From an optimization exercise on the open Yosys and OpenROAD flow, aimed at small area; shortcuts taken in it are not production practice. In this exercise RTL edits were held to simulation tests only and were not proved equivalent to the original. No activity file was given, so power comes from the tool's default toggle rates.

==> flow/design.v, too long to show whole: its modules and the start of the top module <==
// module pcie_us_axi_dma_rd: 1203 lines
// module pcie_us_axi_dma_wr: 859 lines
// module pcie_us_axi_dma: 265 lines
// module pcie_us_axi_dma_x64: 179 lines
module pcie_us_axi_dma_x64 (
    input  wire          clk,
    input  wire          rst,
    input  wire [63:0]   s_axis_rc_tdata,
    input  wire [1:0]    s_axis_rc_tkeep,
    input  wire          s_axis_rc_tvalid,
    output wire          s_axis_rc_tready,
    input  wire          s_axis_rc_tlast,
    input  wire [74:0]   s_axis_rc_tuser,
    output wire [63:0]   m_axis_rq_tdata,
    output wire [1:0]    m_axis_rq_tkeep,
    output wire          m_axis_rq_tvalid,
    input  wire          m_axis_rq_tready,
    output wire          m_axis_rq_tlast,
    output wire [59:0]   m_axis_rq_tuser,
    input  wire [63:0]   s_axis_read_desc_pcie_addr,
    input  wire [31:0]   s_axis_read_desc_axi_addr,
    input  wire [15:0]   s_axis_read_desc_len,
    input  wire [7:0]    s_axis_read_desc_tag,
    input  wire          s_axis_read_desc_valid,
    output wire          s_axis_read_desc_ready,
    output wire [7:0]    m_axis_read_desc_status_tag,
    output wire          m_axis_read_desc_status_valid,
    input  wire [63:0]   s_axis_write_desc_pcie_addr,
    input  wire [31:0]   s_axis_write_desc_axi_addr,
    input  wire [15:0]   s_axis_write_desc_len,
    input  wire [7:0]    s_axis_write_desc_tag,
    input  wire          s_axis_write_desc_valid,
    output wire          s_axis_write_desc_ready,
    output wire [7:0]    m_axis_write_desc_status_tag,
    output wire          m_axis_write_desc_status_valid,
    output wire [7:0]    m_axi_awid,
    output wire [31:0]   m_axi_awaddr,
    output wire [7:0]    m_axi_awlen,
    output wire [2:0]    m_axi_awsize,
    output wire [1:0]    m_axi_awburst,
    output wire          m_axi_awlock,
    output wire [3:0]    m_axi_awcache,
    output wire [2:0]    m_axi_awprot,
    output wire          m_axi_awvalid,
    input  wire          m_axi_awready,
    output wire [63:0]   m_axi_wdata,
    output wire [7:0]    m_axi_wstrb,
    output wire          m_axi_wlast,
    output wire          m_axi_wvalid,
    input  wire          m_axi_wready,
    input  wire [7:0]    m_axi_bid,
    input  wire [1:0]    m_axi_bresp,
    input  wire          m_axi_bvalid,
    output wire          m_axi_bready,
    output wire [7:0]    m_axi_arid,
    output wire [31:0]   m_axi_araddr,
    output wire [7:0]    m_axi_arlen,
    output wire [2:0]    m_axi_arsize,
    output wire [1:0]    m_axi_arburst,
    output wire          m_axi_arlock,
    output wire [3:0]    m_axi_arcache,
    output wire [2:0]    m_axi_arprot,
    output wire          m_axi_arvalid,
    input  wire          m_axi_arready,
    input  wire [7:0]    m_axi_rid,
    input  wire [63:0]   m_axi_rdata,
    input  wire [1:0]    m_axi_rresp,
    input  wire          m_axi_rlast,
    input  wire          m_axi_rvalid,
    output wire          m_axi_rready,
    input  wire          read_enable,
    input  wire          write_enable,
    input  wire          ext_tag_enable,
    input  wire [15:0]   requester_id,
    input  wire          requester_id_enable,
  // ...
==> flow/run.sh <==
#!/bin/bash
# synth_recipe.tcl (not shown) runs the flow's synth.tcl, then flattens the netlist and writes it again
# the make line also repeats each setting of config.mk as NAME=value (left out here)
make -C /OpenROAD-flow-scripts/flow DESIGN_CONFIG=/design/flow/config.mk WORK_HOME=/design/flow/orfs CLKGATE_MAP_FILE= SYNTH_SCRIPT=/design/flow/synth_recipe.tcl finish
==> flow/config.mk <==
export PLATFORM = sky130hd
export DESIGN_NAME = pcie_us_axi_dma_x64
export DESIGN_NICKNAME = pcie_us_axi_dma_x64
export VERILOG_FILES = /design/flow/design.v
export SDC_FILE = /design/flow/constraint.sdc
export NUM_CORES = 8
export LEC_CHECK = 0
export CAP_MARGIN = 20
export CORE_MARGIN = 2
export CORE_UTILIZATION = 60
export CTS_BUF_LIST = sky130_fd_sc_hd__clkbuf_8
export PLACE_DENSITY = 0.7
export SLEW_MARGIN = 20
==> flow/constraint.sdc <==
create_clock -name core_clock -period 10.0 [get_ports {clk}]
set_input_delay 2.0000 -clock core_clock [delete_from_list [all_inputs] [get_ports {clk}]]
set_output_delay 2.0000 -clock core_clock [all_outputs]
set_load 0.01 [all_outputs]
==> run summary, run 1 <==
Clock tree:
- In this run the number of H-tree levels came out at 6.
- After clock tree synthesis, the flow added hold-fix buffers numbering 0.
- TritonCTS built the clock tree.

Worst setup path:
- STA classifies the critical path startpoint as an input pin.
- The worst setup path is captured at a flop.
- The cell with the most instances on the worst path is sky130_fd_sc_hd__ha_1.
- The slowest stage of the critical path belongs to the cell sky130_fd_sc_hd__nand3_1.
- STA puts the critical path data required time at 11.13 ns.
- In this design, the stage delay of the slowest critical-path cell is approximately 1.1 ns.

Placed design:
- The port buffer count is about 680.
- The routability-driven placement congestion ratio is approximately 1.2.
- In this run the cell area measured after placement is approximately 300,000 sq um.

Timing:
- Across all hold checks on the routed design, the worst slack comes to between 0.4 and 0.5 ns.
- The summed negative setup slack over all endpoints is 0 ns.
- Between clock sinks in the finished design, the worst skew comes to between 0.2 and 0.25 ns.
- The worst path meets setup with between 0.7 and 0.8 ns of slack.

Drt:
- Once detail routing completed, the nets flagged for antenna violations numbered 1.
- In the routed layout, each cell is associated on average with a via count of 7.45.
- For this block, wires on met1 add up to around 400 mm.
- The detail-routed net length per standard cell is about 40 um.
- The iteration count of the initial detailed-routing pass is 14.
- In this run the top signal layer used is met5.
- The vias after detailed routing is between 200k and 250k.

Power and ir drop:
- Cell internal power was estimated by the tool at 38.0 mW.
- In this run the static leakage power is 108 nW.
- The analysis attributes to net switching a power of around 15 mW.
- IR analysis of the VDD net gives a maximum drop of 0.196 mV.
- The part of the power in the clock network is between 30% and 40%.

Outcome:
- The run finished, with violations left.
- The run did not pass the layout checks because of antenna violations.

Logic synthesis:
- The post-synthesis instance area is about 280,000 sq um.
- The number of standard cells after synthesis is 23.3k.
- The portion of synthesized area spent on multiplexers is 6.46%.
- After synthesis the netlist holds a flip-flop and latch count of about 5.7k.
- For this run, the number of Yosys warnings is 3.

Cells and area:
- The count of cells in the finished layout, fillers not included, comes to about 31k.
- The layout net count is approximately 25k.
- The flip-flop count of the largest register after layout is around 2.0k.
- The fraction of area in registers is between 50% and 60%.

Floorplanning:
- In this run the standard cell core region covers roughly 460,000 sq um.
- Measured along the y axis, the die boundary spans around 680 um.

Flow run:
- The tool flagged a number of max-cap violations equal to 0.

GRT:
- The global-route met2 utilization is a little over two thirds.
- Entering global routing, the biggest net connects between 150 and 200 pins.
==> run 2: changes to the inputs <==
--- a/flow/design.v
+++ b/flow/design.v
@@ -187,17 +187,18 @@
 reg [AXI_ID_WIDTH-1:0] m_axi_awid_reg, m_axi_awid_next;
 reg [AXI_ADDR_WIDTH-1:0] m_axi_awaddr_reg, m_axi_awaddr_next;
 reg [7:0] m_axi_awlen_reg, m_axi_awlen_next;
 reg m_axi_awvalid_reg, m_axi_awvalid_next;
 reg m_axi_bready_reg, m_axi_bready_next;
 reg status_error_cor_reg, status_error_cor_next;
 reg status_error_uncor_reg, status_error_uncor_next;
 reg [AXIS_PCIE_DATA_WIDTH-1:0] save_axis_tdata_reg;
-wire [AXI_DATA_WIDTH-1:0] shift_axis_tdata = {s_axis_rc_tdata, save_axis_tdata_reg} >> ((AXI_STRB_WIDTH-offset_reg)*AXI_WORD_SIZE);
+wire shift_axis_first = first_cycle_reg && !bubble_cycle_reg;
+wire [AXI_DATA_WIDTH-1:0] shift_axis_tdata = {shift_axis_first ? save_axis_tdata_reg : s_axis_rc_tdata, shift_axis_first ? {AXIS_PCIE_DATA_WIDTH{1'b0}} : save_axis_tdata_reg} >> ((AXI_STRB_WIDTH-offset_reg)*AXI_WORD_SIZE);
 reg  [AXIS_PCIE_DATA_WIDTH-1:0]    m_axis_rq_tdata_int;
 reg  [AXIS_PCIE_KEEP_WIDTH-1:0]    m_axis_rq_tkeep_int;
 reg                                m_axis_rq_tvalid_int;
 reg                                m_axis_rq_tready_int_reg;
 reg                                m_axis_rq_tlast_int;
 reg  [AXIS_PCIE_RQ_USER_WIDTH-1:0] m_axis_rq_tuser_int;
 wire                               m_axis_rq_tready_int_early;
 reg  [AXI_DATA_WIDTH-1:0]  m_axi_wdata_int;
@@ -237,16 +238,22 @@
 reg pcie_tag_fifo_1_we;
 reg pcie_tag_fifo_1_pop;
 reg [PCIE_TAG_WIDTH_2-1:0] pcie_tag_fifo_2_head_reg, pcie_tag_fifo_2_tail_reg;
 reg pcie_tag_fifo_2_valid_reg;
 reg pcie_tag_fifo_2_we;
 reg pcie_tag_fifo_2_pop;
 reg [PCIE_TAG_WIDTH-1:0] pcie_tag_link_wr_ptr;
 reg pcie_tag_link_we;
+reg [PCIE_TAG_WIDTH-1:0] pcie_tag_link_pend_ptr_reg;
+reg [PCIE_TAG_WIDTH_1-1:0] pcie_tag_link_pend_data_reg;
+reg pcie_tag_link_pend_valid_reg;
+reg [PCIE_TAG_WIDTH-1:0] pcie_tag_op_wr_ptr;
+reg [OP_TAG_WIDTH-1:0] pcie_tag_op_wr_data;
+reg pcie_tag_op_we;
 reg [OP_TAG_WIDTH-1:0] op_table_start_ptr;
 reg [TAG_WIDTH-1:0] op_table_start_tag;
 reg op_table_start_en;
 reg [OP_TAG_WIDTH-1:0] op_table_write_start_ptr;
 reg op_table_write_start_commit;
 reg op_table_write_start_en;
 reg [OP_TAG_WIDTH-1:0] op_table_write_finish_ptr;
 reg op_table_write_finish_en;
@@ -302,16 +309,19 @@
         bid_rd_count_one = bid_rd_count_one | (op_table_write_count[k] == WR_COUNT_ONE && bid_rd_sel[k]);
         op_tag_fifo_rd_link = op_tag_fifo_rd_link | (op_table_tag[k][OP_TAG_WIDTH-1:0] & {OP_TAG_WIDTH{op_tag_fifo_rd_sel[k]}});
     end
     pcie_tag_fifo_rd_sel = {{2**PCIE_TAG_WIDTH-1{1'b0}}, 1'b1} << (pcie_tag_fifo_1_valid_reg ? {1'b0, pcie_tag_fifo_1_head_reg} : {1'b1, pcie_tag_fifo_2_head_reg});
     pcie_tag_fifo_rd_link = 0;
     for (k = 0; k < 2**PCIE_TAG_WIDTH; k = k + 1) begin
         pcie_tag_fifo_rd_link = pcie_tag_fifo_rd_link | (pcie_tag_table_op_tag[k][PCIE_TAG_WIDTH_1-1:0] & {PCIE_TAG_WIDTH_1{pcie_tag_fifo_rd_sel[k]}});
     end
+    if (pcie_tag_link_pend_valid_reg && pcie_tag_link_pend_ptr_reg == (pcie_tag_fifo_1_valid_reg ? {1'b0, pcie_tag_fifo_1_head_reg} : {1'b1, pcie_tag_fifo_2_head_reg})) begin
+        pcie_tag_fifo_rd_link = pcie_tag_link_pend_data_reg;
+    end
 end
 always @* begin
     req_state_next = REQ_STATE_IDLE;
     s_axis_read_desc_ready_next = 1'b0;
     req_pcie_addr_next = req_pcie_addr_reg;
     req_axi_addr_next = req_axi_addr_reg;
     req_op_count_next = req_op_count_reg;
     req_tlp_count_next = req_tlp_count_reg;
@@ -568,17 +578,17 @@
                         op_count_next = byte_count_next;
                         final_cpl_next = 1'b1;
                     end
                     axi_addr_next = tag_rd_axi_addr - byte_count_next;
                     offset_next = axi_addr_next[OFFSET_WIDTH-1:0] - (12+lower_addr_next[1:0]);
                     bubble_cycle_next = axi_addr_next[OFFSET_WIDTH-1:0] < 12+lower_addr_next[1:0];
                     first_cycle_offset_next = axi_addr_next[OFFSET_WIDTH-1:0];
                     first_cycle_next = 1'b1;
-                    if (op_count_next <= AXI_MAX_BURST_SIZE-axi_addr_next[OFFSET_WIDTH-1:0] || AXI_MAX_BURST_SIZE >= 4096) begin
+                    if (1'b1) begin  
                         if ((axi_addr_next ^ (axi_addr_next + op_count_next)) & (1 << 12)) begin
                             tr_count_next = 13'h1000 - axi_addr_next[11:0];
                         end else begin
                             tr_count_next = op_count_next;
                         end
                     end else begin
                         if ((axi_addr_next ^ (axi_addr_next + AXI_MAX_BURST_SIZE)) & (1 << 12)) begin
                             tr_count_next = 13'h1000 - axi_addr_next[11:0];
@@ -648,17 +658,17 @@
             s_axis_rc_tready_next = 1'b0;
             if (s_axis_rc_tvalid) begin
                 pcie_tag_next = s_axis_rc_tdata[7:0];  
                 axi_addr_next = tag_rd_axi_addr - byte_count_reg;
                 offset_next = axi_addr_next[OFFSET_WIDTH-1:0] - (4+lower_addr_reg[1:0]);
                 bubble_cycle_next = axi_addr_next[OFFSET_WIDTH-1:0] < 4+lower_addr_reg[1:0];
                 first_cycle_offset_next = axi_addr_next[OFFSET_WIDTH-1:0];
                 first_cycle_next = 1'b1;
-                if (op_count_next <= AXI_MAX_BURST_SIZE-axi_addr_next[OFFSET_WIDTH-1:0] || AXI_MAX_BURST_SIZE >= 4096) begin
+                if (1'b1) begin  
                     if ((axi_addr_next ^ (axi_addr_next + op_count_next)) & (1 << 12)) begin
                         tr_count_next = 13'h1000 - axi_addr_next[11:0];
                     end else begin
                         tr_count_next = op_count_next;
                     end
                 end else begin
                     if ((axi_addr_next ^ (axi_addr_next + AXI_MAX_BURST_SIZE)) & (1 << 12)) begin
                         tr_count_next = 13'h1000 - axi_addr_next[11:0];
@@ -711,18 +721,18 @@
                 last_cycle_next = output_cycle_count_next == 0;
                 input_active_next = 1'b1;
                 m_axi_awid_next = op_tag_reg;
                 m_axi_awaddr_next = axi_addr_reg;
                 m_axi_awlen_next = output_cycle_count_next;
                 m_axi_awvalid_next = 1'b1;
                 axi_addr_next = axi_addr_reg + tr_count_next;
                 op_count_next = op_count_reg - tr_count_next;
-                if (op_count_next <= AXI_MAX_BURST_SIZE-axi_addr_next[OFFSET_WIDTH-1:0] || AXI_MAX_BURST_SIZE >= 4096) begin
-                    if (((axi_addr_next & 12'hfff) + (op_count_next & 12'hfff)) >> 12 != 0 || op_count_next >> 12 != 0) begin
+                if (1'b1) begin  
+                    if (((axi_addr_next & 12'hfff) + (op_count_next & 12'hfff)) >> 12 != 0) begin
                         tr_count_next = 13'h1000 - axi_addr_next[11:0];
                     end else begin
                         tr_count_next = op_count_next;
                     end
                 end else begin
                     if (((axi_addr_next & 12'hfff) + AXI_MAX_BURST_SIZE) >> 12 != 0) begin
                         tr_count_next = 13'h1000 - axi_addr_next[11:0];
                     end else begin
@@ -740,17 +750,17 @@
                 tlp_state_next = TLP_STATE_START;
             end
         end
         TLP_STATE_TRANSFER: begin
             s_axis_rc_tready_next = m_axi_wready_int_early && input_active_reg && !(first_cycle_reg && !bubble_cycle_reg) && (!last_cycle_reg || op_count_reg == 0 || !m_axi_awvalid || m_axi_awready);
             if (m_axi_wready_int_reg && ((s_axis_rc_tready && s_axis_rc_tvalid) || !input_active_reg || (first_cycle_reg && !bubble_cycle_reg)) && (!last_cycle_reg || op_count_reg == 0 || !m_axi_awvalid || m_axi_awready)) begin
                 transfer_in_save = s_axis_rc_tready && s_axis_rc_tvalid;
                 if (first_cycle_reg && !bubble_cycle_reg) begin
-                    m_axi_wdata_int = {save_axis_tdata_reg, {AXIS_PCIE_DATA_WIDTH{1'b0}}} >> ((AXI_STRB_WIDTH-offset_reg)*8);
+                    m_axi_wdata_int = shift_axis_tdata;
                 end else begin
                     m_axi_wdata_int = shift_axis_tdata;
                 end
                 if (first_cycle_reg) begin
                     m_axi_wstrb_int = {AXI_STRB_WIDTH{1'b1}} << first_cycle_offset_reg;
                 end else begin
                     m_axi_wstrb_int = {AXI_STRB_WIDTH{1'b1}};
                 end
@@ -779,18 +789,18 @@
                     last_cycle_offset_next = axi_addr_reg[OFFSET_WIDTH-1:0] + tr_count_next;
                     last_cycle_next = output_cycle_count_next == 0;
                     input_active_next = tr_count_next > offset_reg;
                     m_axi_awaddr_next = axi_addr_reg;
                     m_axi_awlen_next = output_cycle_count_next;
                     m_axi_awvalid_next = 1'b1;
                     axi_addr_next = axi_addr_reg + tr_count_next;
                     op_count_next = op_count_reg - tr_count_next;
-                    if (op_count_next <= AXI_MAX_BURST_SIZE-axi_addr_next[OFFSET_WIDTH-1:0] || AXI_MAX_BURST_SIZE >= 4096) begin
-                        if (((axi_addr_next & 12'hfff) + (op_count_next & 12'hfff)) >> 12 != 0 || op_count_next >> 12 != 0) begin
+                    if (1'b1) begin  
+                        if (((axi_addr_next & 12'hfff) + (op_count_next & 12'hfff)) >> 12 != 0) begin
                             tr_count_next = 13'h1000 - axi_addr_next[11:0];
                         end else begin
                             tr_count_next = op_count_next;
                         end
                     end else begin
                         if (((axi_addr_next & 12'hfff) + AXI_MAX_BURST_SIZE) >> 12 != 0) begin
                             tr_count_next = 13'h1000 - axi_addr_next[11:0];
                         end else begin
@@ -960,17 +970,16 @@
     if (transfer_in_save) begin
         save_axis_tdata_reg <= s_axis_rc_tdata;
     end
     if (init_pcie_tag_reg) begin
         pcie_tag_table_active[init_count_reg] <= 1'b0;
     end else begin
         if (pcie_tag_table_start_en) begin
             pcie_tag_table_axi_addr[pcie_tag_table_start_ptr] <= pcie_tag_table_start_axi_addr;
-            pcie_tag_table_op_tag[pcie_tag_table_start_ptr] <= pcie_tag_table_start_op_tag;
             pcie_tag_table_active[pcie_tag_table_start_ptr] <= 1'b1;
         end
         if (pcie_tag_table_finish_en) begin
             pcie_tag_table_active[pcie_tag_table_finish_ptr] <= 1'b0;
         end
     end
     pcie_tag_link_we = 1'b0;
     pcie_tag_link_wr_ptr = {1'b0, pcie_tag_fifo_1_tail_reg};
@@ -1003,18 +1012,38 @@
             pcie_tag_fifo_2_head_reg <= pcie_tag_fifo_wr_tag[PCIE_TAG_WIDTH_2-1:0];
         end else begin
             pcie_tag_link_we = 1'b1;
             pcie_tag_link_wr_ptr = {1'b1, pcie_tag_fifo_2_tail_reg};
         end
         pcie_tag_fifo_2_tail_reg <= pcie_tag_fifo_wr_tag[PCIE_TAG_WIDTH_2-1:0];
         pcie_tag_fifo_2_valid_reg <= 1'b1;
     end
-    if (pcie_tag_link_we) begin
-        pcie_tag_table_op_tag[pcie_tag_link_wr_ptr] <= pcie_tag_fifo_wr_tag[PCIE_TAG_WIDTH_1-1:0];
+    if (!init_pcie_tag_reg && pcie_tag_table_start_en) begin
+        pcie_tag_op_wr_ptr = pcie_tag_table_start_ptr;
+        pcie_tag_op_wr_data = pcie_tag_table_start_op_tag;
+        pcie_tag_op_we = 1'b1;
+    end else if (pcie_tag_link_pend_valid_reg) begin
+        pcie_tag_op_wr_ptr = pcie_tag_link_pend_ptr_reg;
+        pcie_tag_op_wr_data = pcie_tag_link_pend_data_reg;
+        pcie_tag_op_we = 1'b1;
+    end else begin
+        pcie_tag_op_wr_ptr = pcie_tag_link_wr_ptr;
+        pcie_tag_op_wr_data = pcie_tag_fifo_wr_tag[PCIE_TAG_WIDTH_1-1:0];
+        pcie_tag_op_we = pcie_tag_link_we;
+    end
+    if (pcie_tag_op_we) begin
+        pcie_tag_table_op_tag[pcie_tag_op_wr_ptr] <= pcie_tag_op_wr_data;
+    end
+    if (pcie_tag_link_we && ((!init_pcie_tag_reg && pcie_tag_table_start_en) || pcie_tag_link_pend_valid_reg)) begin
+        pcie_tag_link_pend_valid_reg <= 1'b1;
+        pcie_tag_link_pend_ptr_reg <= pcie_tag_link_wr_ptr;
+        pcie_tag_link_pend_data_reg <= pcie_tag_fifo_wr_tag[PCIE_TAG_WIDTH_1-1:0];
+    end else if (init_pcie_tag_reg || !pcie_tag_table_start_en) begin
+        pcie_tag_link_pend_valid_reg <= 1'b0;
     end
     if (op_table_start_en) begin
         op_table_tag[op_table_start_ptr] <= op_table_start_tag;
     end
     if (op_table_write_start_en) begin
         op_table_write_commit[op_table_write_start_ptr] <= op_table_write_start_commit;
     end else if (op_table_write_start_commit) begin
         op_table_write_commit[op_table_write_start_ptr] <= op_table_write_start_commit;
@@ -1063,16 +1092,17 @@
         s_axis_read_desc_ready_reg <= 1'b0;
         m_axis_read_desc_status_valid_reg <= 1'b0;
         m_axi_awvalid_reg <= 1'b0;
         m_axi_bready_reg <= 1'b0;
         active_tx_count_reg <= {RQ_SEQ_NUM_WIDTH{1'b0}};
         active_tx_count_av_reg <= 1'b1;
         pcie_tag_fifo_1_valid_reg <= 1'b0;
         pcie_tag_fifo_2_valid_reg <= 1'b0;
+        pcie_tag_link_pend_valid_reg <= 1'b0;
         op_tag_fifo_valid_reg <= 1'b0;
         status_error_cor_reg <= 1'b0;
         status_error_uncor_reg <= 1'b0;
     end
 end
 reg [AXIS_PCIE_DATA_WIDTH-1:0]    m_axis_rq_tdata_reg;
 reg [AXIS_PCIE_KEEP_WIDTH-1:0]    m_axis_rq_tkeep_reg;
 reg                               m_axis_rq_tvalid_reg, m_axis_rq_tvalid_next;
@@ -1461,18 +1491,18 @@
         end else begin
             tlp_count = {max_payload_size_dw_reg, 2'b00}-pcie_addr_reg[1:0];
             dword_count = max_payload_size_dw_reg;
             last_tlp = 1'b0;
             pcie_addr[PCIE_ADDR_WIDTH-1:12] = pcie_addr_reg[PCIE_ADDR_WIDTH-1:12];
             pcie_addr[11:0] = {pcie_addr_reg[11:2] + max_payload_size_dw_reg, 2'b00};
         end
     end
-    if (tlp_count_reg <= AXI_MAX_BURST_SIZE-axi_addr_reg[OFFSET_WIDTH-1:0] || AXI_MAX_BURST_SIZE >= 4096) begin
-        if (((axi_addr_reg & 12'hfff) + (tlp_count_reg & 12'hfff)) >> 12 != 0 || tlp_count_reg >> 12 != 0) begin
+    if (1'b1) begin  
+        if (((axi_addr_reg & 12'hfff) + (tlp_count_reg & 12'hfff)) >> 12 != 0) begin
             tr_count = 13'h1000 - axi_addr_reg[11:0];
             last_tr = (((axi_addr_reg & 12'hfff) + (tlp_count_reg & 12'hfff)) & 12'hfff) == 0;
             axi_addr[AXI_ADDR_WIDTH-1:12] = axi_addr_reg[AXI_ADDR_WIDTH-1:12]+1;
             axi_addr[11:0] = 12'd0;
         end else begin
             tr_count = tlp_count_reg;
             last_tr = 1'b1;
             axi_addr[AXI_ADDR_WIDTH-1:12] = axi_addr_reg[AXI_ADDR_WIDTH-1:12];
==> flow/config.mk (replaced) <==
export PLATFORM = sky130hd
export DESIGN_NAME = pcie_us_axi_dma_x64
export DESIGN_NICKNAME = pcie_us_axi_dma_x64
export VERILOG_FILES = /design/flow/design.v
export SDC_FILE = /design/flow/constraint.sdc
export NUM_CORES = 8
export LEC_CHECK = 0
export CAP_MARGIN = 20
export CORE_MARGIN = 2
export CORE_UTILIZATION = 60
export CTS_BUF_LIST = sky130_fd_sc_hd__clkbuf_16
export CTS_CLUSTER_DIAMETER = 90
export CTS_CLUSTER_SIZE = 20
export PLACE_DENSITY = 0.7
export SLEW_MARGIN = 20
==> run 2 against run 1 <==
Combinational power fell by 5.1%. Clock-buffer cell count decreased by 587. Synthesized cell count down 8.2%. Sequential share of layout area up 2.8 points. Largest power group unchanged. Cell count decreased by 9.5%. Synthesized area down 2.5%. The run now finishes clean. Fmax is 1.8% lower.
==> run summary, run 2 <==
Outcome:
- Run status: no timing/DRC/antenna violations (was complete, but fails checks).

Logic synthesis:
- The count of synthesis-stage warnings from yosys is 3 (unchanged).
- The count of flip-flops with a built-in enable after synthesis is 5,389 (was 5,315).
- The number of standard cells after synthesis is 21.4k (was 23.3k).
- The fraction of the yosys area taken by sequential cells came to 62.3% (was 60.4%).
- The most frequently used flop master after synthesis is sky130_fd_sc_hd__edfxtp_1 (unchanged).
- The most common cell in the synthesized netlist is sky130_fd_sc_hd__edfxtp_1 (unchanged).
- The area fraction of the dominant cell type after synthesis is 60.1% (was 57.7%).
- The cell accounting for the most synthesized area is sky130_fd_sc_hd__edfxtp_1 (unchanged).
- The distinct cell type count after synthesis is 108 (was 111).
- The average cell area after synthesis was 12.6 sq um (was 11.9 sq um).
- The post-synthesis instance area is 269,000 sq um (was 276,000 sq um).
- The flop and latch count out of synthesis is 5,691 (was 5,680).
- Leading cell types by total area after synthesis: sky130_fd_sc_hd__edfxtp_1, sky130_fd_sc_hd__mux2i_1, sky130_fd_sc_hd__a22oi_1 (was sky130_fd_sc_hd__edfxtp_1, sky130_fd_sc_hd__nand2_1, sky130_fd_sc_hd__mux2i_1).
- Top cells by count, synth: sky130_fd_sc_hd__edfxtp_1, sky130_fd_sc_hd__nand2_1, sky130_fd_sc_hd__nor2_1 (unchanged).
- The proportion of synthesized flip-flops having asynchronous set or reset is 0% (unchanged).

Clock tree:
- The number of buffers created by CTS came to 336 (was 879).
- The number of cells upsized or downsized after cts is 0 (unchanged).
- The root cell of the clock tree is sky130_fd_sc_hd__clkbuf_16 (was sky130_fd_sc_hd__clkbuf_8).
- The number of buffers added for setup after CTS is 0 (unchanged).
- The TritonCTS clock tree is yes (unchanged).
- The later-pin clock latency in the skew report came to 1.14 ns (was 1.58 ns).
- The number of buffers inserted for hold repair after clock tree synthesis is 0 (unchanged).
- The deepest clock path buffer count is 4 (unchanged).
- The number of sinks handled by clock tree synthesis is 5,691 (was 5,680).
- The clock transition time at the flip-flop clock pins of the worst setup and hold paths is 0.08 ns (was 0.06 ns).
- The number of levels the H-tree was split into was 5 (was 6).

Placed design:
- The port buffer count was 678 (unchanged).
- The placed standard-cell area is 287,000 sq um (was 294,000 sq um).
- The routability-driven placement congestion ratio is 1.11 (was 1.18).
- The half-perimeter wire length after detailed placement was 827 mm (was 833 mm).

Timing:
- The highest clock frequency the design can meet is 106 MHz (was 108 MHz).
- The worst slew margin relative to its limit was 2.94% (was 8.50%).
- Setup repair after global routing missed its margin: no (unchanged).
- The worst clock skew is 0.147 ns (was 0.238 ns).
- The final critical-path required period is 9.40 ns (was 9.23 ns).
- The count of final max-slew check failures is 0 (unchanged).
- The number of endpoints failing setup at the final stage is 0 (unchanged).
- The summed negative setup slack over all endpoints was 0 ns (unchanged).
- The count of final hold-check violations was 0 (unchanged).
- The ratio of final minimum period to clock period is 94.0% (was 92.3%).
- The slew at the pin with the worst max-slew slack is 1.46 ns (was 1.37 ns).

Drt:
- The detail-routed net length per standard cell is 43.6 um (was 40.0 um).
- The number of vias per cell after detailed routing is 7.69 (was 7.45).
- The sum of routed wire length over all layers is 1230 mm (was 1250 mm).
- The post-route antenna net violation count is 0 (was 1).
- The number of DRC markers in iteration 0 was 43.8k (was 46.4k).
- The vias after detailed routing was 217k (was 233k).
- The detailed-route DRC error count is 0 (unchanged).
- The iteration count of the initial detailed-routing pass was 15 (was 14).

Cells and area:
- The share of final-layout standard cells stronger than drive strength 1 is 10.6% (was 12.3%).
- Highest-count cells in the layout ignoring fill and taps: sky130_fd_sc_hd__edfxtp_1, sky130_fd_sc_hd__nand2_1, sky130_fd_sc_hd__nor2_1 (was sky130_fd_sc_hd__edfxtp_1, sky130_fd_sc_hd__nand2_1, sky130_fd_sc_hd__nand3_1).
- The register bank with the most flops is dma_inst.pcie_us_axi_dma_rd_inst.pcie_tag_table_axi_addr (unchanged).
- Largest registers: dma_inst.pcie_us_axi_dma_rd_inst.pcie_tag_table_axi_addr x2048, dma_inst.pcie_us_axi_dma_rd_inst.op_table_write_count x704 (unchanged).
- The signed area change from the synthesized netlist to the final layout is 10.5% (was 12.6%).
- The flip-flop count of the largest register after layout was 2,048 (unchanged).
- The layout net count was 22.8k (was 25.1k).
- The commonest non-fill, non-tap cell in the layout is sky130_fd_sc_hd__edfxtp_1 (unchanged).
- The final design area excluding fillers is 298,000 sq um (was 311,000 sq um).
- The count of fill cells added during filler insertion was 30.9k (was 32.7k).

GRT:
- The global-route wire length before repair was 1640 mm (was 1680 mm).
- The initial antenna violation count came to 202 (was 175).
- The combined global-route utilization of all metal layers is 52.9% (was 52.2%).
- The final global-route overflow total is 0 (unchanged).
- The number of global-route vias before repair is 198k (was 210k).
- The largest net degree at the start of global routing is 216 (was 189).

Worst setup path:
- The cell type group with the largest total delay on the critical path is simple AND/OR/NAND/NOR gates (unchanged).
- The category of the most critical setup path is in -> reg (unchanged).
- The cell with the largest stage delay on the worst path is sky130_fd_sc_hd__nand4_1 (was sky130_fd_sc_hd__nand3_1).
- The count of buffer and inverter cells on the critical path came to 6 (was 4).
- The delay of the slowest cell on the worst path is 0.81 ns (was 1.08 ns).
- The arrival time at the worst endpoint is 10.27 ns (was 10.35 ns).
- The required time reported for the critical path endpoint is 10.87 ns (was 11.13 ns).
- The endpoint type of the worst setup path is a flop (unchanged).
- The largest driver fanout on the critical path is 22 (was 12).
- The critical path startpoint category is an input pin (unchanged).

Floorplanning:
- The placeable core area is 448,000 sq um (was 459,000 sq um).
- The die footprint is 454,000 sq um (was 466,000 sq um).
- The number of top-level pins was 855 (unchanged).
- The vertical die dimension is 674 um (was 683 um).
- The count of standard-cell rows is 246 (was 249).
- The width of the die came to 674 um (was 683 um).
- The initial cell density of the core is 60.1% (was 60.2%).

Flow run:
- The max capacitance violation total came to 0 (unchanged).

Worst hold path:
- The type of the tightest min-delay check is reg -> reg (unchanged).

Power and ir drop:
- The worst-case vdd ir drop came to 0.258 mV (was 0.196 mV).
- The total power per unit cell area came to 161 nW/um^2 (was 170 nW/um^2).
- The static leakage power is 101 nW (was 108 nW).
run 2: cell count changes after synthesis, moves of 242 or more:
| cell | delta |
|---|---|
| sky130_fd_sc_hd__o21ai_0 | -312 |
| sky130_fd_sc_hd__mux2i_1 | +242 |
| sky130_fd_sc_hd__nand2_1 | -546 |
| sky130_fd_sc_hd__nand3_1 | -808 |
| sky130_fd_sc_hd__a21oi_1 | -359 |
| sky130_fd_sc_hd__nor2_1 | +244 |
| sky130_fd_sc_hd__a22oi_1 | +360 |
run 2: report_power, final:
part / total, mW / switching, mW / leakage [nW] / internal [mW]
sequential: 26.9 / 0.473 / 50.6 / 26.4
combinational: 6.50 / 4.38 / 45.1 / 2.11
clock: 14.7 / 8.35 / 5.11 / 6.31
total: 48.0 / 13.2 / 101 / 34.8
run 2: path summary, 6_finish.rpt:
kind / cells after the start / endpoint / slack [ns] / from
setup / recovery: 26 / dma_inst.pcie_us_axi_dma_rd_inst.tr_count_reg[5]$_DFFE_PP_ / 0.60 / s_axis_rc_tdata[0]
hold / removal: 0 / flop / 0.47 / dma_inst.pcie_us_axi_dma_rd_inst.axi_addr_reg[3]$_DFFE_PP_
setup reg to reg: 27 / flop / 1.15 / flop
hold reg to reg: 0 / flop / 0.47 / dma_inst.pcie_us_axi_dma_rd_inst.axi_addr_reg[3]$_DFFE_PP_
run 2: stage by stage:
step / hold WS [ns] / util [%] / power [mW] / cells / setup WS, ns
2_1_floorplan: 0.421 / - / 30.7 / 21500 / 0.904
6_report: 0.467 / 66.4 / 48.0 / 28300 / 0.599
4_1_cts: 0.470 / 66.2 / 47.4 / 28000 / 1.17
3_5_place_dp: 0.450 / 64.0 / 33.4 / 27500 / 0.199
5_1_grt: 0.481 / 66.3 / 48.7 / 28100 / 0.671
3_3_place_gp: 0.443 / 64.0 / 33.3 / 27500 / 0.308
run 2: routing by layer:
layer  up-vias  global-route usage (%)  part of all wire, %
met2     23400                    72.7                   40
met3      6986                    24.6                   17
met1    104000                    62.5                   31
met5         -                    3.26                 0.16
met4       113                    45.2                   12
li1      82700                       -                    -
run 2: final cells by class:
| cell class | count | area (sq um) | share of cell area, % |
|---|---|---|---|
| inverter | 300 | 1130 | 0.379 |
| clock buffer | 338 | 8460 | 2.84 |
| sequential | 5691 | 168000 | 56.4 |
| timing repair buffer | 1514 | 13300 | 4.47 |
| antenna | 217 | 543 | 0.182 |
| tap | 5952 | 7450 | 2.50 |
| multi-input combinational | 14100 | 97700 | 32.8 |
| clock inverter | 157 | 1290 | 0.435 |
run 2: cell families (layout without fill, tap and decap cells):
family                   after synthesis  after routing  synth area share [%]
AO/OA/AOI/OAI                       4407           4407                  11.0
XOR/XNOR                            1121           1121                  3.65
adder cells (fa/ha/maj)              354            354                  1.69
buffers and inverters               1700           2309                  2.54
flip-flops                          5691           5691                  62.3
multiplexers                        1754           1754                  7.74
other                                  2            301               0.00279
AND/OR/NAND/NOR                     6391           6391                  11.0

## separate check: timing with driven ports
How much do the figures lean on ideal ports? The routed layouts below were timed once more, with nothing changed but the port constraints. Step 1 sets driving cells, clkbuf_16 on the clock port and buf_2 on the other inputs (assumed; they add their load-dependent delay and slew). Step 2 moves the port delays by t, midway between the first and last clock arrival at a register: inputs arrive t later, outputs are due t later. That takes back most of the time a late clock gives input paths. Three values: no drivers, after step 1, after step 2; two values: the first two.
| run | shift t [ns] | slack for setup (ns) | slew at the worst register clock pin (ns) | worst slew at a driven data input, ns |
|---|---|---|---|---|
| run 1 | 1.591 | 0.771 / 0.879 / -0.712 | 0.08 / 0.08 | 0.30 |
| run 2 | 1.212 | 0.599 / 0.580 / -0.632 | 0.10 / 0.10 | 0.29 |
For run 1, which loses most, drivers alone change the setup slack by +0.108 ns; drivers and shift together by -1.483 ns.
